Background: an optimization exercise with open tools, aiming at small area. Do not read the settings as production practice.
Only simulation tests tie the RTL to the original design; equivalence was not proved.
No activity file was given, so power comes from the tool's default toggle rates.

==> design.v <==
module manta_style (
    input clk,
    input rst,
    output [15:0] imem_addr,
    output        imem_re,
    input  [15:0] imem_rdata,
    output [15:0] dmem_addr,
    output        dmem_re,
    output        dmem_we,
    output [15:0] dmem_wdata,
    input  [15:0] dmem_rdata
);
    reg [15:0] id_instr;
    reg [15:0] id_pc;
    reg [15:0] ex_instr;
    reg [1:0]  mul_cnt;      
    reg [15:0] mem_res;      
    reg [15:0] mem_wd;       
    reg [3:0]  mem_dest;     
    reg        mem_ld;
    reg        mem_st;
    reg [15:0] gpr [1:15];
    wire [3:0] id_op = id_instr[15:12];
    wire [3:0] id_a  = id_instr[11:8];
    wire [3:0] id_b  = id_instr[7:4];
    wire [3:0] id_c  = id_instr[3:0];
    wire [3:0] ex_op = ex_instr[15:12];
    wire [3:0] ex_a  = ex_instr[11:8];
    wire [3:0] ex_b  = ex_instr[7:4];
    wire [3:0] ex_c  = ex_instr[3:0];
    wire ex_mul   = (ex_op == 4'h5);
    wire mul_busy = ex_mul & ~mul_cnt[1];           
    wire ex_cd    = (ex_op[3:1] == 3'b110);         
    wire [3:0] ex_dest = ex_cd ? 4'd0 : ex_c;
    wire ex_ld    = (ex_op == 4'hb);
    wire ex_stw   = (ex_op == 4'hc);
    wire [3:0] hz_rs1 = (id_op != 4'he) ? id_a : 4'd0;
    wire [3:0] hz_rs2 = (id_op < 4'h6) ? id_b : ((id_op[3:1] == 3'b110) ? id_c : 4'd0);
    wire hz1 = (hz_rs1 != 4'd0) &&
               ((hz_rs1 == ex_dest && ex_ld) || (hz_rs1 == mem_dest && mem_ld && hz_rs1 != ex_dest));
    wire hz2 = (hz_rs2 != 4'd0) &&
               ((hz_rs2 == ex_dest && ex_ld) || (hz_rs2 == mem_dest && mem_ld && hz_rs2 != ex_dest));
    wire id_ex_stall = mul_busy | hz1 | hz2;
    wire id_branch   = (id_op == 4'hd) | (id_op == 4'he) | (id_op == 4'hf);
    wire if_id_stall = id_ex_stall | id_branch;
    wire [3:0] rs1 = ex_a;
    wire [3:0] rs2 = ex_op[3] ? ex_c : ex_b;
    wire [15:0] rf1 = (rs1 == 4'd0) ? 16'd0 : gpr[rs1[3:0]];
    wire [15:0] rf2 = (rs2 == 4'd0) ? 16'd0 : gpr[rs2[3:0]];
    wire [15:0] A = (mem_dest != 4'd0 && rs1 == mem_dest) ? mem_res : rf1;
    wire [15:0] B = (mem_dest != 4'd0 && rs2 == mem_dest) ? mem_res : rf2;
    wire [15:0] imm = {12'd0, ex_b};
    wire        is_sub = (ex_op == 4'h1);
    wire        pc_rel = (ex_op == 4'hd) | (ex_op == 4'he);
    reg  [15:0] add_b;
    always @(*) begin
        case (ex_op)
            4'h0:    add_b = B;
            4'h1:    add_b = ~B;
            4'hd:    add_b = {{12{ex_b[3]}}, ex_b};
            4'he:    add_b = {{8{ex_a[3]}}, ex_a, ex_b};
            4'hf:    add_b = {{12{ex_b[3]}}, ex_b};
            default: add_b = imm;
        endcase
    end
    wire [15:0] add_a = pc_rel ? id_pc : A;
    wire [15:0] sum = add_a + add_b + {15'd0, is_sub};
    wire [15:0] pc_inc = id_pc + 16'd1;
    wire [15:0] L = (ex_op < 4'h6) ? B : imm;
    wire pp1;
    assign pp1 = (A[0] & B[13]) ^ (A[1] & B[12]);
    wire pp2;
    assign pp2 = (A[0] & B[13]) & (A[1] & B[12]);
    wire pp3;
    wire pp4;
    assign pp3 = (A[0] & B[14]) ^ (A[1] & B[13]) ^ (A[2] & B[12]);
    assign pp4 = ((A[0] & B[14]) & (A[1] & B[13])) | ((A[0] & B[14]) & (A[2] & B[12])) | ((A[1] & B[13]) & (A[2] & B[12]));
    wire pp5;
    assign pp5 = (A[3] & B[11]) ^ (A[4] & B[10]);
    wire pp6;
    assign pp6 = (A[3] & B[11]) & (A[4] & B[10]);
    wire pp7;
    wire pp8;
    assign pp7 = (A[0] & B[15]) ^ (A[1] & B[14]) ^ (A[2] & B[13]);
    assign pp8 = ((A[0] & B[15]) & (A[1] & B[14])) | ((A[0] & B[15]) & (A[2] & B[13])) | ((A[1] & B[14]) & (A[2] & B[13]));
    wire pp9;
    wire pp10;
    assign pp9 = (A[3] & B[12]) ^ (A[4] & B[11]) ^ (A[5] & B[10]);
    assign pp10 = ((A[3] & B[12]) & (A[4] & B[11])) | ((A[3] & B[12]) & (A[5] & B[10])) | ((A[4] & B[11]) & (A[5] & B[10]));
    wire pp11;
    assign pp11 = (A[6] & B[9]) ^ (A[7] & B[8]);
    wire pp12;
    assign pp12 = (A[6] & B[9]) & (A[7] & B[8]);
    wire pp13;
    assign pp13 = (A[1] & B[15]) ^ (A[2] & B[14]) ^ (A[3] & B[13]);
    wire pp14;
    assign pp14 = (A[4] & B[12]) ^ (A[5] & B[11]) ^ (A[6] & B[10]);
    wire pp15;
    assign pp15 = (A[7] & B[9]) ^ (A[8] & B[8]);
    wire pp16;
    assign pp16 = (A[0] & B[9]) ^ (A[1] & B[8]);
    wire pp17;
    assign pp17 = (A[0] & B[9]) & (A[1] & B[8]);
    wire pp18;
    wire pp19;
    assign pp18 = (A[0] & B[10]) ^ (A[1] & B[9]) ^ (A[2] & B[8]);
    assign pp19 = ((A[0] & B[10]) & (A[1] & B[9])) | ((A[0] & B[10]) & (A[2] & B[8])) | ((A[1] & B[9]) & (A[2] & B[8]));
    wire pp20;
    assign pp20 = (A[3] & B[7]) ^ (A[4] & B[6]);
    wire pp21;
    assign pp21 = (A[3] & B[7]) & (A[4] & B[6]);
    wire pp22;
    wire pp23;
    assign pp22 = (A[0] & B[11]) ^ (A[1] & B[10]) ^ (A[2] & B[9]);
    assign pp23 = ((A[0] & B[11]) & (A[1] & B[10])) | ((A[0] & B[11]) & (A[2] & B[9])) | ((A[1] & B[10]) & (A[2] & B[9]));
    wire pp24;
    wire pp25;
    assign pp24 = (A[3] & B[8]) ^ (A[4] & B[7]) ^ (A[5] & B[6]);
    assign pp25 = ((A[3] & B[8]) & (A[4] & B[7])) | ((A[3] & B[8]) & (A[5] & B[6])) | ((A[4] & B[7]) & (A[5] & B[6]));
    wire pp26;
    assign pp26 = (A[6] & B[5]) ^ (A[7] & B[4]);
    wire pp27;
    assign pp27 = (A[6] & B[5]) & (A[7] & B[4]);
    wire pp28;
    wire pp29;
    assign pp28 = (A[0] & B[12]) ^ (A[1] & B[11]) ^ (A[2] & B[10]);
    assign pp29 = ((A[0] & B[12]) & (A[1] & B[11])) | ((A[0] & B[12]) & (A[2] & B[10])) | ((A[1] & B[11]) & (A[2] & B[10]));
    wire pp30;
    wire pp31;
    assign pp30 = (A[3] & B[9]) ^ (A[4] & B[8]) ^ (A[5] & B[7]);
    assign pp31 = ((A[3] & B[9]) & (A[4] & B[8])) | ((A[3] & B[9]) & (A[5] & B[7])) | ((A[4] & B[8]) & (A[5] & B[7]));
    wire pp32;
    wire pp33;
    assign pp32 = (A[6] & B[6]) ^ (A[7] & B[5]) ^ (A[8] & B[4]);
    assign pp33 = ((A[6] & B[6]) & (A[7] & B[5])) | ((A[6] & B[6]) & (A[8] & B[4])) | ((A[7] & B[5]) & (A[8] & B[4]));
    wire pp34;
    assign pp34 = (A[9] & B[3]) ^ (A[10] & B[2]);
    wire pp35;
    assign pp35 = (A[9] & B[3]) & (A[10] & B[2]);
    wire pp36;
    wire pp37;
    assign pp36 = pp1 ^ (A[2] & B[11]) ^ (A[3] & B[10]);
    assign pp37 = (pp1 & (A[2] & B[11])) | (pp1 & (A[3] & B[10])) | ((A[2] & B[11]) & (A[3] & B[10]));
    wire pp38;
    wire pp39;
    assign pp38 = (A[4] & B[9]) ^ (A[5] & B[8]) ^ (A[6] & B[7]);
    assign pp39 = ((A[4] & B[9]) & (A[5] & B[8])) | ((A[4] & B[9]) & (A[6] & B[7])) | ((A[5] & B[8]) & (A[6] & B[7]));
    wire pp40;
    wire pp41;
    assign pp40 = (A[7] & B[6]) ^ (A[8] & B[5]) ^ (A[9] & B[4]);
    assign pp41 = ((A[7] & B[6]) & (A[8] & B[5])) | ((A[7] & B[6]) & (A[9] & B[4])) | ((A[8] & B[5]) & (A[9] & B[4]));
    wire pp42;
    wire pp43;
    assign pp42 = (A[10] & B[3]) ^ (A[11] & B[2]) ^ (A[12] & B[1]);
    assign pp43 = ((A[10] & B[3]) & (A[11] & B[2])) | ((A[10] & B[3]) & (A[12] & B[1])) | ((A[11] & B[2]) & (A[12] & B[1]));
    wire pp44;
    wire pp45;
    assign pp44 = pp2 ^ pp3 ^ pp5;
    assign pp45 = (pp2 & pp3) | (pp2 & pp5) | (pp3 & pp5);
    wire pp46;
    wire pp47;
    assign pp46 = (A[5] & B[9]) ^ (A[6] & B[8]) ^ (A[7] & B[7]);
    assign pp47 = ((A[5] & B[9]) & (A[6] & B[8])) | ((A[5] & B[9]) & (A[7] & B[7])) | ((A[6] & B[8]) & (A[7] & B[7]));
    wire pp48;
    wire pp49;
    assign pp48 = (A[8] & B[6]) ^ (A[9] & B[5]) ^ (A[10] & B[4]);
    assign pp49 = ((A[8] & B[6]) & (A[9] & B[5])) | ((A[8] & B[6]) & (A[10] & B[4])) | ((A[9] & B[5]) & (A[10] & B[4]));
    wire pp50;
    wire pp51;
    assign pp50 = (A[11] & B[3]) ^ (A[12] & B[2]) ^ (A[13] & B[1]);
    assign pp51 = ((A[11] & B[3]) & (A[12] & B[2])) | ((A[11] & B[3]) & (A[13] & B[1])) | ((A[12] & B[2]) & (A[13] & B[1]));
    wire pp52;
    wire pp53;
    assign pp52 = pp4 ^ pp6 ^ pp7;
    assign pp53 = (pp4 & pp6) | (pp4 & pp7) | (pp6 & pp7);
    wire pp54;
    wire pp55;
    assign pp54 = pp9 ^ pp11 ^ (A[8] & B[7]);
    assign pp55 = (pp9 & pp11) | (pp9 & (A[8] & B[7])) | (pp11 & (A[8] & B[7]));
    wire pp56;
    wire pp57;
    assign pp56 = (A[9] & B[6]) ^ (A[10] & B[5]) ^ (A[11] & B[4]);
    assign pp57 = ((A[9] & B[6]) & (A[10] & B[5])) | ((A[9] & B[6]) & (A[11] & B[4])) | ((A[10] & B[5]) & (A[11] & B[4]));
    wire pp58;
    wire pp59;
    assign pp58 = (A[12] & B[3]) ^ (A[13] & B[2]) ^ (A[14] & B[1]);
    assign pp59 = ((A[12] & B[3]) & (A[13] & B[2])) | ((A[12] & B[3]) & (A[14] & B[1])) | ((A[13] & B[2]) & (A[14] & B[1]));
    wire pp60;
    assign pp60 = pp8 ^ pp10 ^ pp12;
    wire pp61;
    assign pp61 = pp13 ^ pp14 ^ pp15;
    wire pp62;
    assign pp62 = (A[9] & B[7]) ^ (A[10] & B[6]) ^ (A[11] & B[5]);
    wire pp63;
    assign pp63 = (A[12] & B[4]) ^ (A[13] & B[3]) ^ (A[14] & B[2]);
    wire pp64;
    assign pp64 = (A[0] & B[6]) ^ (A[1] & B[5]);
    wire pp65;
    assign pp65 = (A[0] & B[6]) & (A[1] & B[5]);
    wire pp66;
    wire pp67;
    assign pp66 = (A[0] & B[7]) ^ (A[1] & B[6]) ^ (A[2] & B[5]);
    assign pp67 = ((A[0] & B[7]) & (A[1] & B[6])) | ((A[0] & B[7]) & (A[2] & B[5])) | ((A[1] & B[6]) & (A[2] & B[5]));
    wire pp68;
    assign pp68 = (A[3] & B[4]) ^ (A[4] & B[3]);
    wire pp69;
    assign pp69 = (A[3] & B[4]) & (A[4] & B[3]);
    wire pp70;
    wire pp71;
    assign pp70 = (A[0] & B[8]) ^ (A[1] & B[7]) ^ (A[2] & B[6]);
    assign pp71 = ((A[0] & B[8]) & (A[1] & B[7])) | ((A[0] & B[8]) & (A[2] & B[6])) | ((A[1] & B[7]) & (A[2] & B[6]));
    wire pp72;
    wire pp73;
    assign pp72 = (A[3] & B[5]) ^ (A[4] & B[4]) ^ (A[5] & B[3]);
    assign pp73 = ((A[3] & B[5]) & (A[4] & B[4])) | ((A[3] & B[5]) & (A[5] & B[3])) | ((A[4] & B[4]) & (A[5] & B[3]));
    wire pp74;
    assign pp74 = (A[6] & B[2]) ^ (A[7] & B[1]);
    wire pp75;
    assign pp75 = (A[6] & B[2]) & (A[7] & B[1]);
    wire pp76;
    wire pp77;
    assign pp76 = pp16 ^ (A[2] & B[7]) ^ (A[3] & B[6]);
    assign pp77 = (pp16 & (A[2] & B[7])) | (pp16 & (A[3] & B[6])) | ((A[2] & B[7]) & (A[3] & B[6]));
    wire pp78;
    wire pp79;
    assign pp78 = (A[4] & B[5]) ^ (A[5] & B[4]) ^ (A[6] & B[3]);
    assign pp79 = ((A[4] & B[5]) & (A[5] & B[4])) | ((A[4] & B[5]) & (A[6] & B[3])) | ((A[5] & B[4]) & (A[6] & B[3]));
    wire pp80;
    wire pp81;
    assign pp80 = (A[7] & B[2]) ^ (A[8] & B[1]) ^ (A[9] & B[0]);
    assign pp81 = ((A[7] & B[2]) & (A[8] & B[1])) | ((A[7] & B[2]) & (A[9] & B[0])) | ((A[8] & B[1]) & (A[9] & B[0]));
    wire pp82;
    wire pp83;
    assign pp82 = pp17 ^ pp18 ^ pp20;
    assign pp83 = (pp17 & pp18) | (pp17 & pp20) | (pp18 & pp20);
    wire pp84;
    wire pp85;
    assign pp84 = (A[5] & B[5]) ^ (A[6] & B[4]) ^ (A[7] & B[3]);
    assign pp85 = ((A[5] & B[5]) & (A[6] & B[4])) | ((A[5] & B[5]) & (A[7] & B[3])) | ((A[6] & B[4]) & (A[7] & B[3]));
    wire pp86;
    wire pp87;
    assign pp86 = (A[8] & B[2]) ^ (A[9] & B[1]) ^ (A[10] & B[0]);
    assign pp87 = ((A[8] & B[2]) & (A[9] & B[1])) | ((A[8] & B[2]) & (A[10] & B[0])) | ((A[9] & B[1]) & (A[10] & B[0]));
    wire pp88;
    wire pp89;
    assign pp88 = pp19 ^ pp21 ^ pp22;
    assign pp89 = (pp19 & pp21) | (pp19 & pp22) | (pp21 & pp22);
    wire pp90;
    wire pp91;
    assign pp90 = pp24 ^ pp26 ^ (A[8] & B[3]);
    assign pp91 = (pp24 & pp26) | (pp24 & (A[8] & B[3])) | (pp26 & (A[8] & B[3]));
    wire pp92;
    wire pp93;
    assign pp92 = (A[9] & B[2]) ^ (A[10] & B[1]) ^ (A[11] & B[0]);
    assign pp93 = ((A[9] & B[2]) & (A[10] & B[1])) | ((A[9] & B[2]) & (A[11] & B[0])) | ((A[10] & B[1]) & (A[11] & B[0]));
    wire pp94;
    wire pp95;
    assign pp94 = pp23 ^ pp25 ^ pp27;
    assign pp95 = (pp23 & pp25) | (pp23 & pp27) | (pp25 & pp27);
    wire pp96;
    wire pp97;
    assign pp96 = pp28 ^ pp30 ^ pp32;
    assign pp97 = (pp28 & pp30) | (pp28 & pp32) | (pp30 & pp32);
    wire pp98;
    wire pp99;
    assign pp98 = pp34 ^ (A[11] & B[1]) ^ (A[12] & B[0]);
    assign pp99 = (pp34 & (A[11] & B[1])) | (pp34 & (A[12] & B[0])) | ((A[11] & B[1]) & (A[12] & B[0]));
    wire pp100;
    wire pp101;
    assign pp100 = pp29 ^ pp31 ^ pp33;
    assign pp101 = (pp29 & pp31) | (pp29 & pp33) | (pp31 & pp33);
    wire pp102;
    wire pp103;
    assign pp102 = pp35 ^ pp36 ^ pp38;
    assign pp103 = (pp35 & pp36) | (pp35 & pp38) | (pp36 & pp38);
    wire pp104;
    wire pp105;
    assign pp104 = pp40 ^ pp42 ^ (A[13] & B[0]);
    assign pp105 = (pp40 & pp42) | (pp40 & (A[13] & B[0])) | (pp42 & (A[13] & B[0]));
    wire pp106;
    wire pp107;
    assign pp106 = pp37 ^ pp39 ^ pp41;
    assign pp107 = (pp37 & pp39) | (pp37 & pp41) | (pp39 & pp41);
    wire pp108;
    wire pp109;
    assign pp108 = pp43 ^ pp44 ^ pp46;
    assign pp109 = (pp43 & pp44) | (pp43 & pp46) | (pp44 & pp46);
    wire pp110;
    wire pp111;
    assign pp110 = pp48 ^ pp50 ^ (A[14] & B[0]);
    assign pp111 = (pp48 & pp50) | (pp48 & (A[14] & B[0])) | (pp50 & (A[14] & B[0]));
    wire pp112;
    wire pp113;
    assign pp112 = pp45 ^ pp47 ^ pp49;
    assign pp113 = (pp45 & pp47) | (pp45 & pp49) | (pp47 & pp49);
    wire pp114;
    wire pp115;
    assign pp114 = pp51 ^ pp52 ^ pp54;
    assign pp115 = (pp51 & pp52) | (pp51 & pp54) | (pp52 & pp54);
    wire pp116;
    wire pp117;
    assign pp116 = pp56 ^ pp58 ^ (A[15] & B[0]);
    assign pp117 = (pp56 & pp58) | (pp56 & (A[15] & B[0])) | (pp58 & (A[15] & B[0]));
    wire pp118;
    assign pp118 = pp53 ^ pp55 ^ pp57;
    wire pp119;
    assign pp119 = pp59 ^ pp60 ^ pp61;
    wire pp120;
    assign pp120 = pp62 ^ pp63 ^ (A[15] & B[1]);
    wire pp121;
    assign pp121 = (A[0] & B[4]) ^ (A[1] & B[3]);
    wire pp122;
    assign pp122 = (A[0] & B[4]) & (A[1] & B[3]);
    wire pp123;
    wire pp124;
    assign pp123 = (A[0] & B[5]) ^ (A[1] & B[4]) ^ (A[2] & B[3]);
    assign pp124 = ((A[0] & B[5]) & (A[1] & B[4])) | ((A[0] & B[5]) & (A[2] & B[3])) | ((A[1] & B[4]) & (A[2] & B[3]));
    wire pp125;
    assign pp125 = (A[3] & B[2]) ^ (A[4] & B[1]);
    wire pp126;
    assign pp126 = (A[3] & B[2]) & (A[4] & B[1]);
    wire pp127;
    wire pp128;
    assign pp127 = pp64 ^ (A[2] & B[4]) ^ (A[3] & B[3]);
    assign pp128 = (pp64 & (A[2] & B[4])) | (pp64 & (A[3] & B[3])) | ((A[2] & B[4]) & (A[3] & B[3]));
    wire pp129;
    wire pp130;
    assign pp129 = (A[4] & B[2]) ^ (A[5] & B[1]) ^ (A[6] & B[0]);
    assign pp130 = ((A[4] & B[2]) & (A[5] & B[1])) | ((A[4] & B[2]) & (A[6] & B[0])) | ((A[5] & B[1]) & (A[6] & B[0]));
    wire pp131;
    wire pp132;
    assign pp131 = pp65 ^ pp66 ^ pp68;
    assign pp132 = (pp65 & pp66) | (pp65 & pp68) | (pp66 & pp68);
    wire pp133;
    wire pp134;
    assign pp133 = (A[5] & B[2]) ^ (A[6] & B[1]) ^ (A[7] & B[0]);
    assign pp134 = ((A[5] & B[2]) & (A[6] & B[1])) | ((A[5] & B[2]) & (A[7] & B[0])) | ((A[6] & B[1]) & (A[7] & B[0]));
    wire pp135;
    wire pp136;
    assign pp135 = pp67 ^ pp69 ^ pp70;
    assign pp136 = (pp67 & pp69) | (pp67 & pp70) | (pp69 & pp70);
    wire pp137;
    wire pp138;
    assign pp137 = pp72 ^ pp74 ^ (A[8] & B[0]);
    assign pp138 = (pp72 & pp74) | (pp72 & (A[8] & B[0])) | (pp74 & (A[8] & B[0]));
    wire pp139;
    wire pp140;
    assign pp139 = pp71 ^ pp73 ^ pp75;
    assign pp140 = (pp71 & pp73) | (pp71 & pp75) | (pp73 & pp75);
    wire pp141;
    wire pp142;
    assign pp141 = pp76 ^ pp78 ^ pp80;
    assign pp142 = (pp76 & pp78) | (pp76 & pp80) | (pp78 & pp80);
    wire pp143;
    wire pp144;
    assign pp143 = pp77 ^ pp79 ^ pp81;
    assign pp144 = (pp77 & pp79) | (pp77 & pp81) | (pp79 & pp81);
    wire pp145;
    wire pp146;
    assign pp145 = pp82 ^ pp84 ^ pp86;
    assign pp146 = (pp82 & pp84) | (pp82 & pp86) | (pp84 & pp86);
    wire pp147;
    wire pp148;
    assign pp147 = pp83 ^ pp85 ^ pp87;
    assign pp148 = (pp83 & pp85) | (pp83 & pp87) | (pp85 & pp87);
    wire pp149;
    wire pp150;
    assign pp149 = pp88 ^ pp90 ^ pp92;
    assign pp150 = (pp88 & pp90) | (pp88 & pp92) | (pp90 & pp92);
    wire pp151;
    wire pp152;
    assign pp151 = pp89 ^ pp91 ^ pp93;
    assign pp152 = (pp89 & pp91) | (pp89 & pp93) | (pp91 & pp93);
    wire pp153;
    wire pp154;
    assign pp153 = pp94 ^ pp96 ^ pp98;
    assign pp154 = (pp94 & pp96) | (pp94 & pp98) | (pp96 & pp98);
    wire pp155;
    wire pp156;
    assign pp155 = pp95 ^ pp97 ^ pp99;
    assign pp156 = (pp95 & pp97) | (pp95 & pp99) | (pp97 & pp99);
    wire pp157;
    wire pp158;
    assign pp157 = pp100 ^ pp102 ^ pp104;
    assign pp158 = (pp100 & pp102) | (pp100 & pp104) | (pp102 & pp104);
    wire pp159;
    wire pp160;
    assign pp159 = pp101 ^ pp103 ^ pp105;
    assign pp160 = (pp101 & pp103) | (pp101 & pp105) | (pp103 & pp105);
    wire pp161;
    wire pp162;
    assign pp161 = pp106 ^ pp108 ^ pp110;
    assign pp162 = (pp106 & pp108) | (pp106 & pp110) | (pp108 & pp110);
    wire pp163;
    wire pp164;
    assign pp163 = pp107 ^ pp109 ^ pp111;
    assign pp164 = (pp107 & pp109) | (pp107 & pp111) | (pp109 & pp111);
    wire pp165;
    wire pp166;
    assign pp165 = pp112 ^ pp114 ^ pp116;
    assign pp166 = (pp112 & pp114) | (pp112 & pp116) | (pp114 & pp116);
    wire pp167;
    assign pp167 = pp113 ^ pp115 ^ pp117;
    wire pp168;
    assign pp168 = pp118 ^ pp119 ^ pp120;
    wire pp169;
    assign pp169 = (A[0] & B[3]) ^ (A[1] & B[2]);
    wire pp170;
    assign pp170 = (A[0] & B[3]) & (A[1] & B[2]);
    wire pp171;
    wire pp172;
    assign pp171 = pp121 ^ (A[2] & B[2]) ^ (A[3] & B[1]);
    assign pp172 = (pp121 & (A[2] & B[2])) | (pp121 & (A[3] & B[1])) | ((A[2] & B[2]) & (A[3] & B[1]));
    wire pp173;
    wire pp174;
    assign pp173 = pp122 ^ pp123 ^ pp125;
    assign pp174 = (pp122 & pp123) | (pp122 & pp125) | (pp123 & pp125);
    wire pp175;
    wire pp176;
    assign pp175 = pp124 ^ pp126 ^ pp127;
    assign pp176 = (pp124 & pp126) | (pp124 & pp127) | (pp126 & pp127);
    wire pp177;
    wire pp178;
    assign pp177 = pp128 ^ pp130 ^ pp131;
    assign pp178 = (pp128 & pp130) | (pp128 & pp131) | (pp130 & pp131);
    wire pp179;
    wire pp180;
    assign pp179 = pp132 ^ pp134 ^ pp135;
    assign pp180 = (pp132 & pp134) | (pp132 & pp135) | (pp134 & pp135);
    wire pp181;
    wire pp182;
    assign pp181 = pp136 ^ pp138 ^ pp139;
    assign pp182 = (pp136 & pp138) | (pp136 & pp139) | (pp138 & pp139);
    wire pp183;
    wire pp184;
    assign pp183 = pp140 ^ pp142 ^ pp143;
    assign pp184 = (pp140 & pp142) | (pp140 & pp143) | (pp142 & pp143);
    wire pp185;
    wire pp186;
    assign pp185 = pp144 ^ pp146 ^ pp147;
    assign pp186 = (pp144 & pp146) | (pp144 & pp147) | (pp146 & pp147);
    wire pp187;
    wire pp188;
    assign pp187 = pp148 ^ pp150 ^ pp151;
    assign pp188 = (pp148 & pp150) | (pp148 & pp151) | (pp150 & pp151);
    wire pp189;
    wire pp190;
    assign pp189 = pp152 ^ pp154 ^ pp155;
    assign pp190 = (pp152 & pp154) | (pp152 & pp155) | (pp154 & pp155);
    wire pp191;
    wire pp192;
    assign pp191 = pp156 ^ pp158 ^ pp159;
    assign pp192 = (pp156 & pp158) | (pp156 & pp159) | (pp158 & pp159);
    wire pp193;
    wire pp194;
    assign pp193 = pp160 ^ pp162 ^ pp163;
    assign pp194 = (pp160 & pp162) | (pp160 & pp163) | (pp162 & pp163);
    wire pp195;
    assign pp195 = pp164 ^ pp166 ^ pp167;
    wire pp196;
    assign pp196 = (A[0] & B[2]) ^ (A[1] & B[1]);
    wire pp197;
    assign pp197 = (A[0] & B[2]) & (A[1] & B[1]);
    wire pp198;
    wire pp199;
    assign pp198 = pp169 ^ (A[2] & B[1]) ^ (A[3] & B[0]);
    assign pp199 = (pp169 & (A[2] & B[1])) | (pp169 & (A[3] & B[0])) | ((A[2] & B[1]) & (A[3] & B[0]));
    wire pp200;
    wire pp201;
    assign pp200 = pp170 ^ pp171 ^ (A[4] & B[0]);
    assign pp201 = (pp170 & pp171) | (pp170 & (A[4] & B[0])) | (pp171 & (A[4] & B[0]));
    wire pp202;
    wire pp203;
    assign pp202 = pp172 ^ pp173 ^ (A[5] & B[0]);
    assign pp203 = (pp172 & pp173) | (pp172 & (A[5] & B[0])) | (pp173 & (A[5] & B[0]));
    wire pp204;
    wire pp205;
    assign pp204 = pp174 ^ pp175 ^ pp129;
    assign pp205 = (pp174 & pp175) | (pp174 & pp129) | (pp175 & pp129);
    wire pp206;
    wire pp207;
    assign pp206 = pp176 ^ pp177 ^ pp133;
    assign pp207 = (pp176 & pp177) | (pp176 & pp133) | (pp177 & pp133);
    wire pp208;
    wire pp209;
    assign pp208 = pp178 ^ pp179 ^ pp137;
    assign pp209 = (pp178 & pp179) | (pp178 & pp137) | (pp179 & pp137);
    wire pp210;
    wire pp211;
    assign pp210 = pp180 ^ pp181 ^ pp141;
    assign pp211 = (pp180 & pp181) | (pp180 & pp141) | (pp181 & pp141);
    wire pp212;
    wire pp213;
    assign pp212 = pp182 ^ pp183 ^ pp145;
    assign pp213 = (pp182 & pp183) | (pp182 & pp145) | (pp183 & pp145);
    wire pp214;
    wire pp215;
    assign pp214 = pp184 ^ pp185 ^ pp149;
    assign pp215 = (pp184 & pp185) | (pp184 & pp149) | (pp185 & pp149);
    wire pp216;
    wire pp217;
    assign pp216 = pp186 ^ pp187 ^ pp153;
    assign pp217 = (pp186 & pp187) | (pp186 & pp153) | (pp187 & pp153);
    wire pp218;
    wire pp219;
    assign pp218 = pp188 ^ pp189 ^ pp157;
    assign pp219 = (pp188 & pp189) | (pp188 & pp157) | (pp189 & pp157);
    wire pp220;
    wire pp221;
    assign pp220 = pp190 ^ pp191 ^ pp161;
    assign pp221 = (pp190 & pp191) | (pp190 & pp161) | (pp191 & pp161);
    wire pp222;
    wire pp223;
    assign pp222 = pp192 ^ pp193 ^ pp165;
    assign pp223 = (pp192 & pp193) | (pp192 & pp165) | (pp193 & pp165);
    wire pp224;
    assign pp224 = pp194 ^ pp195 ^ pp168;
    wire [16:0] pp_r0 = {pp223, pp221, pp219, pp217, pp215, pp213, pp211, pp209, pp207, pp205, pp203, pp201, pp199, pp197, pp196, (A[0] & B[1]), (A[0] & B[0])};
    wire [16:0] pp_r1 = {pp224, pp222, pp220, pp218, pp216, pp214, pp212, pp210, pp208, pp206, pp204, pp202, pp200, pp198, (A[2] & B[0]), (A[1] & B[0]), 1'b0};
    wire [16:0] prod_lo = pp_r0 + pp_r1;
    wire [15:0] b_ge;
    genvar gi;
    generate
        for (gi = 0; gi < 16; gi = gi + 1) begin : g_bge
            assign b_ge[gi] = |B[15:gi];
        end
    endgenerate
    wire [15:1] ovf_terms;
    generate
        for (gi = 1; gi < 16; gi = gi + 1) begin : g_ovf
            assign ovf_terms[gi] = A[gi] & b_ge[16 - gi];
        end
    endgenerate
    wire ovf = (|ovf_terms) | prod_lo[16];
    wire [15:0] mul_res = ovf ? 16'hffff : prod_lo[15:0];
    wire        shr = ex_op[1];
    wire [15:0] A_rev, shl_rev, shl_raw;
    generate
        for (gi = 0; gi < 16; gi = gi + 1) begin : g_rev
            assign A_rev[gi] = A[15 - gi];
            assign shl_rev[gi] = shl_raw[15 - gi];
        end
    endgenerate
    wire [15:0] shl_in = shr ? A_rev : A;
    assign shl_raw = shl_in << ex_b;
    wire [15:0] shl_out = shr ? shl_rev : shl_raw;
    reg [15:0] res;
    always @(*) begin
        case (ex_op)
            4'h0, 4'h1, 4'h6, 4'hb, 4'hc: res = sum;
            4'h2, 4'h7: res = A & L;
            4'h3, 4'h8: res = A | L;
            4'h4:       res = A ^ B;
            4'h5:       res = mul_res;
            4'h9, 4'ha: res = shl_out;
            default:    res = pc_inc;         
        endcase
    end
    wire br_taken = ((ex_op == 4'hd) && (A != B)) | (ex_op == 4'he) | (ex_op == 4'hf);
    assign imem_re   = ~if_id_stall;
    assign imem_addr = br_taken ? sum : pc_inc;
    assign dmem_addr  = mem_res;
    assign dmem_re    = mem_ld;
    assign dmem_we    = mem_st;
    assign dmem_wdata = mem_wd;
    wire [15:0] wr_data = mem_ld ? dmem_rdata : mem_res;
    always @(posedge clk) begin
        if (rst) begin
            id_instr <= 16'd0;
            id_pc    <= 16'hffff;
        end else begin
            if (!if_id_stall) begin
                id_instr <= imem_rdata;
                id_pc    <= imem_addr;
            end else if (!id_ex_stall) begin
                id_instr <= 16'd0;
            end
        end
    end
    always @(posedge clk) begin
        if (rst) begin
            ex_instr <= 16'd0;
            mul_cnt  <= 2'd0;
        end else if (mul_busy) begin
            mul_cnt  <= mul_cnt + 2'd1;
        end else begin
            ex_instr <= id_ex_stall ? 16'd0 : id_instr;
            mul_cnt  <= 2'd0;
        end
    end
    always @(posedge clk) begin
        mem_res <= res;
        mem_wd  <= B;
        if (rst || mul_busy) begin
            mem_dest <= 4'd0;
            mem_ld   <= 1'b0;
            mem_st   <= 1'b0;
        end else begin
            mem_dest <= ex_dest;
            mem_ld   <= ex_ld;
            mem_st   <= ex_stw;
        end
    end
    wire [15:0] wr_d = wr_data & {16{~rst}};
    integer i;
    always @(posedge clk) begin
        for (i = 1; i < 16; i = i + 1) begin
            if (rst || mem_dest == i[3:0])
                gpr[i] <= wr_d;
        end
    end
endmodule
==> run.sh <==
#!/bin/bash
# synth_recipe.tcl (not shown) runs the flow's synth.tcl, then flattens the netlist and writes it again
# the make line also repeats each setting of config.mk as NAME=value (left out here)
make -C /OpenROAD-flow-scripts/flow DESIGN_CONFIG=/design/flow/config.mk WORK_HOME=/design/flow/orfs CLKGATE_MAP_FILE= SYNTH_SCRIPT=/design/flow/synth_recipe.tcl finish
==> config.mk <==
export PLATFORM = sky130hd
export DESIGN_NAME = manta_style
export DESIGN_NICKNAME = manta_style
export VERILOG_FILES = /design/flow/design.v
export SDC_FILE = /design/flow/constraint.sdc
export NUM_CORES = 4
export LEC_CHECK = 0
export ABC_AREA = 1
export CAP_MARGIN = 10
export CORE_MARGIN = 2
export CORE_UTILIZATION = 40
export GPL_TIMING_DRIVEN = 0
export PLACE_DENSITY = 0.6
export SLEW_MARGIN = 10
==> constraint.sdc <==
create_clock -name core_clock -period 8.0 [get_ports {clk}]
set_input_delay 1.6000 -clock core_clock [delete_from_list [all_inputs] [get_ports {clk}]]
set_output_delay 1.6000 -clock core_clock [all_outputs]
set_load 0.01 [all_outputs]
==> results.tsv, run 1 <==
metric	value	unit
status	no timing/DRC/antenna violations	
Max-Cap Viols	0	
f_max	129	MHz
Clock Latency Late Sink	0.61	ns
Syn Area/Cell	7.57	um^2
Final Critical Period	7.74	ns
Tcrit/Tclk final	96.7	%
Comb pwr share	67.6	%
Post-Layout Cell Count	4051	
share of layout cells above drive strength 1	11.4	%
WS Path Type	register to primary output	
Worst IR Drop VDD	0.273	mV
Yosys top cell area share	30.9	%
Min-Delay Path Class	register to register	
Async S/R FF share, synth	0	%
Final nets	3435	
Post-synth EDFFs	240	
CTS Buf Count	40	
Avg WL per Cell	24.6	um
Fillers	5728	
endpoints failing setup	0	
FP Rows	88	
CP dominant cell by count	nor2_1	
cell taking the most area after synthesis	edfxtp_1	
Net Count, Synth	3264	
CTS tree	built	
Yosys reg bits	328	
placed insts	3946	
final hold violation count	0	
largest net degree at the start of global routing	17	
synthesized area	23300	um^2
Top FF cell, synth	edfxtp_1	
Die X	245	um
Sink Count	328	
clock slew at reported path FFs	0.06	ns
sequential share of power	18.7	%
Port Buffer Count	84	
CP required	6.40	ns
Max H-tree Level	2	
core area	57700	um^2
gpl congestion	0.994	
maximum root-to-sink buffer count	3	
clk root buf	clkbuf_16	
DRT antenna net count	0	
DPL Wire Length	77100	um
Seq/Total Area, Yosys	38.4	%
GRT Total Usage	32.6	%
Final TNS setup	0	ns
DR vias	23113	
Clk pwr share	13.7	%
Die H	245	um
Initial DRC Count	3081	
initial core utilization	40.4	%
Die ar.	60300	um^2
via-per-instance ratio	5.71	
drt first pass iters	6	
first-pass GRT wire length	143000	um
Cells after Synth	3083	
initial antenna violation count	0	
Sw Pwr	7.43	mW
Crit path largest cell delay	0.54	ns
I/O pin count	85	
Rel. slew slack	18.4	%
vias in the first global route	21533	
Arr. time, crit path	6.14	ns
critical path fanouts, max	10	
Cell variety after synth	60	
crit start category	register	
Net Sw Frac	55.2	%
YS warnings	18	
Layout area overhead	18.1	%
Static Leak	11.9	nW
drc violations	0	
cell internal pwr	6.03	mW
largest cells by area after synthesis	edfxtp_1 (31%), nand2_1 (16%), fa_1 (8.1%), dfxtp_1 (7.6%), nor2_1 (6.3%)	
# diodes	0	
max-slew violation count	0	
routed wire length	99600	um
Worst Tran Pin Value	1.22	ns
Worst Skew	0.0543	ns
Cell Pwr Density	488	nW/um^2
FF-to-FF setup slack	0.36	ns
CP Capture Type	primary output	
GRT Residual Overflow	0	
worst-path cell with the longest stage delay	clkdlybuf4s50_1	
[worst paths after layout]
path | start | endpoint | cells after the start
worst min register to register | mul_cnt[0]$_SDFF_PP0_ | mul_cnt[0]$_SDFF_PP0_ | 1
worst max-delay path | ex_instr[15]$_SDFFE_PP0N_ | imem_addr[10] | 27
worst min-delay path | mul_cnt[0]$_SDFF_PP0_ | mul_cnt[0]$_SDFF_PP0_ | 1
worst max register to register | ex_instr[10]$_SDFFE_PP0N_ | mem_res[12]$_DFF_P_ | 34
[repair_timing]
item | in CTS | in global routing
pin swaps | 5 | 17
endpoints found under the hold margin | 0 | 0
gates resized for setup | 67 | 87
hold buffers | 0 | 0
setup buffers | 8 | 27
endpoints found under the setup margin | 26 | 21
[metal layers]
layer / vias up / share of wire, % / wire [um] / global-route usage [%]
met3: 175 / 11 / 10500 / 5.95
met1: 11213 / 44 / 44200 / 48.6
li1: 10353 / - / - / -
met5: - / 0 / 0 / 0
met2: 1372 / 42 / 42200 / 48.3
met4: 0 / 2.7 / 2730 / 8.89
[flip-flops by register name, summed over array words and instances, names as in the netlist]
register  cells
mem_res      16
mul_cnt       2
id_instr     16
mem_dest      4
mem_st        1
mem_ld        1
id_pc        16
ex_instr     16
mem_wd       16
gpr         240
[power by group through the flow]
stage / Clock, mW / Sequential, mW / Combinational, mW
6_report: 1.85 / 2.51 / 9.09
5_1_grt: 1.93 / 2.54 / 9.71
4_1_cts: 1.86 / 2.50 / 8.68
3_5_place_dp: 0 / 2.53 / 8.47
3_3_place_gp: 0 / 2.53 / 8.40
2_1_floorplan: 0 / 2.45 / 5.25
[cell type report]
class	instances	area (um^2)	area share, %
inverters	319	1220	4.44
flip-flops and latches	328	8980	32.6
plain buffers	111	682	2.48
clock inverters	22	256	0.931
repair buffers	134	1360	4.92
multi-input cells	2320	13000	47.3
well taps	765	957	3.48
clock buffers	52	1070	3.87
[critical path, delay by kind of cell, from the launching register on]
family	cells	cell delay (ns)
simple gates	14	2.29
compound gates	8	1.19
fa+ha+maj	2	0.88
buf+inv	3	0.82
flops	1	0.34
[per-stage QoR]
step | hold slack, ns | total power, mW | util, % | setup WS [ns] | area [um^2]
floorplan | 0.393 | 7.71 | - | 1.51 | 23300
global placement | 0.401 | 10.9 | 43.5 | -1.72 | 25100
global route | 0.459 | 14.2 | 47.7 | -0.00546 | 27500
detailed placement | 0.403 | 11.0 | 44.1 | -1.78 | 25400
CTS | 0.413 | 13.0 | 46.9 | -0.0114 | 27000
finish | 0.416 | 13.5 | 47.7 | 0.263 | 27500
[cells in the final DEF (no fill, tap or decap), types with 82 or more instances in the layout]
master,count
a21oi_1,126
clkdlybuf4s50_1,83
dfxtp_1,82
edfxtp_1,240
fa_1,93
inv_1,281
nand2_1,1020
nand3_1,129
nor2_1,374
o21ai_0,123
[logic make-up after synthesis]
| kind of cell | share of synthesized area, % |
|---|---|
| simple gates | 29.3 |
| buf+inv | 7.71 |
| compound gates | 10.9 |
| fa+ha+maj | 10.9 |
| flops | 38.4 |
| xor+xnor | 2.70 |
[cells in the mapped netlist, drive strengths merged (8+ instances only)]
library cell	count
buf	69
xnor2	23
o32ai	8
fa	94
o22ai	9
o211ai	27
nand4	18
clkbuf	47
nand3	132
a21oi	137
or2	12
xor2	49
nand2	1057
a22oi	15
nor2	425
o21ai	177
dfxtp	88
inv	313
edfxtp	240
ha	53
a221oi	13
nor3	12
o2111ai	13
==> run 2: changes to the inputs <==
--- a/config.mk
+++ b/config.mk
@@ -7,8 +7,9 @@
 export LEC_CHECK = 0
 export ABC_AREA = 1
-export CAP_MARGIN = 10
+export CAP_MARGIN = 20
 export CORE_MARGIN = 2
 export CORE_UTILIZATION = 40
-export GPL_TIMING_DRIVEN = 0
+export CTS_CLUSTER_DIAMETER = 100
+export CTS_CLUSTER_SIZE = 30
 export PLACE_DENSITY = 0.6
-export SLEW_MARGIN = 10
+export SLEW_MARGIN = 20
==> results.tsv, run 2 <==
metric	value	unit	change
Cell Pwr Density	486	nW/um^2	-0.57%
initial antenna violation count	3		+3
clk root buf	clkbuf_16		
initial core utilization	40.4	%	unchanged
FF-to-FF setup slack	0.51	ns	+0.15 ns
top-count cell post-synth	nand2_1		
max-slew violation count	0		unchanged
Tcrit/Tclk final	95.9	%	-0.78 points
DRT antenna net count	0		unchanged
final hold violation count	0		unchanged
CTS tree	built		
most common cell after layout, fill and taps aside	nand2_1		
Comb pwr share	70.2	%	+2.6 points
Synth top cells by count	nand2_1 (1,025), nor2_1 (390), inv_1 (285), edfxtp_1 (240), o21ai_0 (143)		
Worst Skew	0.0385	ns	-0.0158 ns
Initial DRC Count	2974		-3.5%
Clock Latency Late Sink	0.60	ns	about the same
Top FF cell, synth	edfxtp_1		
routed wire length	101000	um	+1.4%
GRT Total Usage	33.3	%	+0.67 points
drc violations	0		unchanged
Net Sw Frac	57.1	%	+1.9 points
cell internal pwr	5.51	mW	-8.5%
CP dominant cell by count	nand2_1		
largest cells by area after synthesis	edfxtp_1 (31%), nand2_1 (16%), fa_1 (8.1%), dfxtp_1 (7.6%), nor2_1 (6.3%)		
gpl congestion	1.03		+3.5%
Max H-tree Level	1		-1
pre-CTS WS	0.499	ns	+2.28 ns
Yosys reg bits	328		unchanged
first-pass GRT wire length	146000	um	+1.5%
Post-synth EDFFs	240		unchanged
Final Critical Period	7.67	ns	-0.0623 ns
Sw Pwr	7.34	mW	-1.1%
Cell variety after synth	60		unchanged
worst-path cell with the longest stage delay	nor2_4		
maximum root-to-sink buffer count	3		unchanged
critical path fanouts, max	16		+6
CTS Buf Count	20		-50%
Die H	245	um	unchanged
Layout area overhead	13.5	%	
largest net degree at the start of global routing	51		+34
Die ar.	60300	um^2	unchanged
Worst Tran Pin Value	1.00	ns	-0.222 ns
clock slew at reported path FFs	0.11	ns	+0.05 ns
Clk pwr share	10.1	%	-3.6 points
WS Path Type	register to primary output		
status	no timing/DRC/antenna violations		
CP required	6.40	ns	about the same
Arr. time, crit path	6.07	ns	-0.07 ns
Net Count, Synth	3264		unchanged
Seq/Total Area, Yosys	38.4	%	unchanged
Min-Delay Path Class	register to register		
Final TNS setup	0	ns	unchanged
cts hold-fix bufs	0		unchanged
endpoints failing setup	0		unchanged
Worst IR Drop VDD	0.385	mV	+41%
sequential share of power	19.7	%	+1.0 points
Yosys top cell area share	30.9	%	unchanged
RSZ-0062 raised after global routing	false		
f_max	130	MHz	+0.81%
Cells after Synth	3083		unchanged
drt first pass iters	6		unchanged
YS warnings	18		unchanged
Static Leak	11.6	nW	-3.0%
CP Capture Type	primary output		
Largest register FFs	240		unchanged
Rel. slew slack	33.2	%	+15 points
# diodes	0		unchanged
Port Buffer Count	84		unchanged
share of layout cells above drive strength 1	9.80	%	-1.5 points
Max-Cap Viols	0		unchanged
crit start category	register		
via-per-instance ratio	5.66		-0.86%
Async S/R FF share, synth	0	%	unchanged
Crit path largest cell delay	0.58	ns	+0.04 ns
core area	57700	um^2	unchanged
post-route worst setup slack	0.325	ns	+0.0623 ns
Syn Area/Cell	7.57	um^2	unchanged
vias in the first global route	21463		-0.33%
I/O pin count	85		unchanged
Die X	245	um	unchanged
Avg WL per Cell	25.3	um	+3.0%
GRT Residual Overflow	0		unchanged
DPL Wire Length	77300	um	+0.27%
cell taking the most area after synthesis	edfxtp_1		
synthesized area	23300	um^2	unchanged
Reg with most FFs	gpr		
DR vias	22559		-2.4%
Sink Count	328		unchanged
Final nets	3391		-1.3%
most frequent cells in the layout	nand2_1 (1,023), nor2_1 (386), inv_1 (285)		
FP Rows	88		unchanged
## run 2: cell counts after synthesis
No cell type changed its count.
## run 2: critical path: cells and delay by family (launching register included)
kind                       cells  cell delay (ns)
AOI/OAI and AO/OA             10             1.48
adders and majority gates      2             0.54
DFF                            1             0.36
xor gates and xnor gates       1             0.17
and+or+nand+nor               13             1.95
buffers and inverters          4             0.96
## run 2: path summary, 6_finish.rpt
path                                                start                    end  depth (start not counted)
worst max-delay path            ex_instr[15]$_SDFFE_PP0N_          imem_addr[14]                         30
worst min-delay path                mul_cnt[0]$_SDFF_PP0_  mul_cnt[0]$_SDFF_PP0_                          1
worst max register to register  ex_instr[11]$_SDFFE_PP0N_     mem_res[8]$_DFF_P_                         30
worst min register to register      mul_cnt[0]$_SDFF_PP0_  mul_cnt[0]$_SDFF_PP0_                          1
## run 2: cell families (layout without fill, tap and decap cells)
logic type / after synthesis / in the layout / synth area share [%]
AOI/OAI and AO/OA: 430 / 430 / 10.9
xor gates and xnor gates: 72 / 72 / 2.70
DFF: 328 / 328 / 38.4
buffers and inverters: 435 / 575 / 7.71
and+or+nand+nor: 1671 / 1671 / 29.3
adders and majority gates: 147 / 147 / 10.9
## run 2: layer usage
layer	wire length [um]	part of all wire, %	up-vias	global-route usage (%)
li1	-	-	10222	-
met2	41500	41	1263	48.2
met1	44400	44	10868	49.3
met4	3780	3.7	4	10.9
met5	24	0.024	-	0
met3	11200	11	202	6.88
## run 2: final cells by class
type	instances	area (um^2)
multi-input combinational	2320	12700
clock inverter	13	234
timing repair buffer	221	1900
sequential	328	8970
clock buffer	22	529
fill	5833	31200
tap	765	957
inverter	319	1200
## run 2: power by group through the flow
stage / Clock, mW / Sequential [mW] / Combinational [mW]
final: 1.30 / 2.53 / 9.02
after floorplan: 0 / 2.45 / 5.25
after detailed placement: 0 / 2.56 / 8.67
after global placement: 0 / 2.55 / 8.67
after global routing: 1.37 / 2.56 / 9.68
after CTS: 1.31 / 2.52 / 8.71
## run 2: stage by stage
stage | std cells | hold slack [ns] | instance area, um^2 | util, % | total power [mW]
after global placement | 3953 | 0.401 | 25600 | 44.4 | 11.2
final | 3988 | 0.426 | 26500 | 45.9 | 12.9
after CTS | 3988 | 0.427 | 26400 | 45.7 | 12.5
after floorplan | 3083 | 0.393 | 23300 | - | 7.71
after global routing | 3988 | 0.468 | 26500 | 45.9 | 13.6
after detailed placement | 3953 | 0.405 | 25600 | 44.4 | 11.2
## run 2: what timing repair did
item                       4_1_cts  5_1_grt
buffers inserted                 0        0
setup endpoints to repair        1       20
gates resized for setup          1       23
gates cloned                     0        0
==> run 3: changes to the inputs <==
==> flow/run.sh (new file) <==
#!/bin/bash
# Layout flow: the standard flow (standard.sh) unchanged except that the
# ports are buffered with buf_1 cells instead of the flow's default buffer.
# ORFS's own logs stay in orfs/logs; make's output goes to standard.log.
set -euo pipefail
bash standard.sh "BUFFER_PORTS_ARGS=-buffer_cell sky130_fd_sc_hd__buf_1" finish > standard.log 2>&1
==> standard.sh (new file) <==
#!/bin/bash
# synth_recipe.tcl (not shown) runs the flow's synth.tcl, then flattens the netlist and writes it again
# the make line also repeats each setting of config.mk as NAME=value (left out here)
make -C /OpenROAD-flow-scripts/flow DESIGN_CONFIG=/design/flow/config.mk WORK_HOME=/design/flow/orfs CLKGATE_MAP_FILE= SYNTH_SCRIPT=/design/flow/synth_recipe.tcl "${@:-finish}"
--- a/config.mk
+++ b/config.mk
@@ -10,6 +10,4 @@
 export CORE_MARGIN = 2
 export CORE_UTILIZATION = 40
-export CTS_CLUSTER_DIAMETER = 100
-export CTS_CLUSTER_SIZE = 30
 export PLACE_DENSITY = 0.6
 export SLEW_MARGIN = 20
removed: run.sh
==> results.tsv, run 3 <==
metric	value	unit	change
top-count cell post-synth	nand2_1		
Initial DRC Count	3018		+1.5%
Clock Latency Late Sink	0.59	ns	about the same
Top FF cell, synth	edfxtp_1		
Max H-tree Level	2		+1
FP Rows	88		unchanged
max-slew violation count	0		unchanged
CTS tree	built		
f_max	131	MHz	+0.28%
Yosys reg bits	328		unchanged
hold_sp	mul_cnt[0]$_SDFF_PP0_		
first-pass GRT wire length	135000	um	-7.0%
I/O pin count	85		unchanged
Hold Crit Depth	1		unchanged
r2r endpoint	mem_res[6]$_DFF_P_		
initial antenna violation count	1		-2
Post-synth EDFFs	240		unchanged
critical path fanouts, max	27		+11
Async S/R FF share, synth	0	%	unchanged
most common cell after layout, fill and taps aside	nand2_1		
Seq/Total Area, Yosys	38.4	%	unchanged
DPL Wire Length	68300	um	-12%
Arr. time, crit path	8.15	ns	+2.08 ns
Syn Area/Cell	7.57	um^2	unchanged
Max-Cap Viols	0		unchanged
CP Capture Type	register		
RSZ-0062 raised after global routing	false		
Design Area, Final	26200	um^2	-0.90%
drt first pass iters	6		unchanged
gpl congestion	1.00		-2.4%
Cells after Synth	3083		unchanged
Cell Pwr Density	486	nW/um^2	about the same
worst-path cell with the longest stage delay	fa_1		
endpoints failing setup	0		unchanged
Layout area overhead	12.5	%	
clock slew at reported path FFs	0.06	ns	-0.05 ns
Worst Tran Pin Value	1.12	ns	+0.121 ns
Reg with most FFs	gpr		
reg2reg path depth	33		+10%
CP required	8.50	ns	+2.10 ns
GRT Residual Overflow	0		unchanged
Static Leak	11.5	nW	-0.72%
Die ar.	60300	um^2	unchanged
Post-Layout Cell Count	4001		+0.33%
Synth top cells by count	nand2_1 (1,025), nor2_1 (390), inv_1 (285), edfxtp_1 (240), o21ai_0 (143)		
share of layout cells above drive strength 1	9.77	%	-0.036 points
Yosys top cell area share	30.9	%	unchanged
placed insts	3925		-0.71%
Largest register FFs	240		unchanged
Final nets	3389		-0.059%
Area after DPL	24900	um^2	-2.9%
cell taking the most area after synthesis	edfxtp_1		
Final Critical Period	7.65	ns	-0.0217 ns
Worst Skew	0.0246	ns	-0.0139 ns
FF-to-FF setup slack	0.35	ns	-0.16 ns
Die X	245	um	unchanged
Crit path largest cell delay	0.54	ns	-0.04 ns
Sink Count	328		unchanged
Die H	245	um	unchanged
largest cells by area after synthesis	edfxtp_1 (31%), nand2_1 (16%), fa_1 (8.1%), dfxtp_1 (7.6%), nor2_1 (6.3%)		
synthesized area	23300	um^2	unchanged
core area	57700	um^2	unchanged
total power draw	12.8	mW	-0.80%
worst hold endpoint	mul_cnt[0]$_SDFF_PP0_		
CTS Buf Count	39		+95%
Worst IR Drop VDD	0.249	mV	-35%
Tcrit/Tclk final	95.7	%	-0.27 points
most frequent cells in the layout	nand2_1 (1,025), nor2_1 (385), inv_1 (284)		
Fillers	5925		+1.6%
YS warnings	18		unchanged
drc violations	0		unchanged
status	no timing/DRC/antenna violations		
Rel. slew slack	25.1	%	-8.1 points
maximum root-to-sink buffer count	3		unchanged
crit start category	register		
Avg WL per Cell	23.2	um	-8.2%
via-per-instance ratio	5.57		-1.6%
Min-Delay Path Class	register to register		
CP dominant cell by count	nand2_1		
final hold violation count	0		unchanged
Net Count, Synth	3264		unchanged
DR vias	22266		-1.3%
Port Buffer Count	84		unchanged
Cell variety after synth	60		unchanged
initial core utilization	40.4	%	unchanged
Bufs and invs on worst path	6		+2
CP top delay family	adder cells		
WS Path Type	register to register		
cts hold-fix bufs	0		unchanged
largest net degree at the start of global routing	43		-16%
reg2reg start	ex_instr[11]$_SDFFE_PP0N_		
routed wire length	93000	um	-7.9%
DRT antenna net count	0		unchanged
GRT Total Usage	30.6	%	-2.7 points
vias in the first global route	20880		-2.7%
Final TNS setup	0	ns	unchanged
clk root buf	clkbuf_16		
run 3: worst max-delay path by stage:
stage	start	end	slack, ns	cells after the start
6_report	ex_instr[11]$_SDFFE_PP0N_	mem_res[6]$_DFF_P_	0.35	33
5_1_grt	ex_instr[15]$_SDFFE_PP0N_	imem_addr[14]	0.02	31
4_1_cts	ex_instr[15]$_SDFFE_PP0N_	imem_addr[14]	0.11	30
3_5_place_dp	ex_instr[9]$_SDFFE_PP0N_	mem_res[6]$_DFF_P_	0.33	34
3_3_place_gp	ex_instr[9]$_SDFFE_PP0N_	mem_res[15]$_DFF_P_	0.56	34
2_1_floorplan	ex_instr[11]$_SDFFE_PP0N_	mem_res[11]$_DFF_P_	1.51	34
run 3: what timing repair did:
item	4_1_cts	5_1_grt
resized for setup	0	17
endpoints found under the hold margin	0	0
setup buffers	0	6
setup endpoints to repair	0	22
run 3: layout make-up:
| class | instances | area, um^2 | share of cell area [%] |
|---|---|---|---|
| inverter | 319 | 1200 | 4.56 |
| clock inverter | 19 | 199 | 0.758 |
| timing repair buffer | 200 | 1190 | 4.52 |
| tap | 765 | 957 | 3.65 |
| antenna | 1 | 2.50 | 0.00954 |
| clock buffer | 49 | 1030 | 3.94 |
| sequential | 328 | 8970 | 34.2 |
| multi-input combinational | 2320 | 12700 | 48.4 |
run 3: metrics by stage:
stage                     util [%]  hold WS [ns]  setup slack (ns)
after global placement        43.1         0.401             0.557
after CTS                     45.2         0.426             0.113
after floorplan                  -         0.393              1.51
final                         45.5         0.418             0.347
after global routing          45.5         0.446            0.0178
after detailed placement      43.1         0.403             0.330
run 3: kinds of logic (layout without fill, tap and decap cells):
group / after synthesis / count (layout) / share of synthesized area, %
buffers and inverters: 435 / 587 / 7.71
flip-flops: 328 / 328 / 38.4
AND/OR/NAND/NOR: 1671 / 1671 / 29.3
adder cells (fa/ha/maj): 147 / 147 / 10.9
XOR/XNOR: 72 / 72 / 2.70
other: 0 / 1 / 0
AO/OA/AOI/OAI: 430 / 430 / 10.9
run 3: routing by layer:
| metal | up-vias | GRT usage (%) | part of all wire (%) |
|---|---|---|---|
| met4 | 0 | 14.3 | 5.1 |
| met5 | - | 0 | 0 |
| met1 | 10371 | 43.8 | 42 |
| met2 | 1409 | 43.3 | 40 |
| met3 | 253 | 7.20 | 12 |
| li1 | 10233 | - | - |
run 3: where the power goes:
group	internal, mW	switching (mW)	leakage (nW)
combinational	2.42	6.04	7.67
sequential	2.25	0.287	3.20
clock	0.992	0.762	0.609

[what the ideal ports hide]
No port has a modelled driver above. Below, the same layouts with a new extraction and two added sets of constraints. Step 1, drivers: a clkbuf_16 drives clk and a buf_2 each remaining input, both assumed. Step 2 times the ports against the registers' clock, not the clock port: input delays grow and output delays shrink by t, the midpoint of the rising clock arrivals with the driver on. Slacks: ideal / step 1 / step 2; pairs: ideal / step 1.
| run | shift t [ns] | slack for setup (ns) | slew at the worst register clock pin (ns) | worst data-port slew with drivers (ns) | pins driven straight from the clock port |
|---|---|---|---|---|---|
| run 1 | 0.643 | 0.263 / 0.204 / 0.363 | 0.07 / 0.07 | 0.05 | 1 |
| run 2 | 0.633 | 0.325 / 0.269 / 0.510 | 0.12 / 0.12 | 0.05 | 1 |
| run 3 | 0.647 | 0.347 / 0.343 / 0.347 | 0.06 / 0.06 | 0.05 | 1 |
After both steps setup and hold are still met in every run listed.
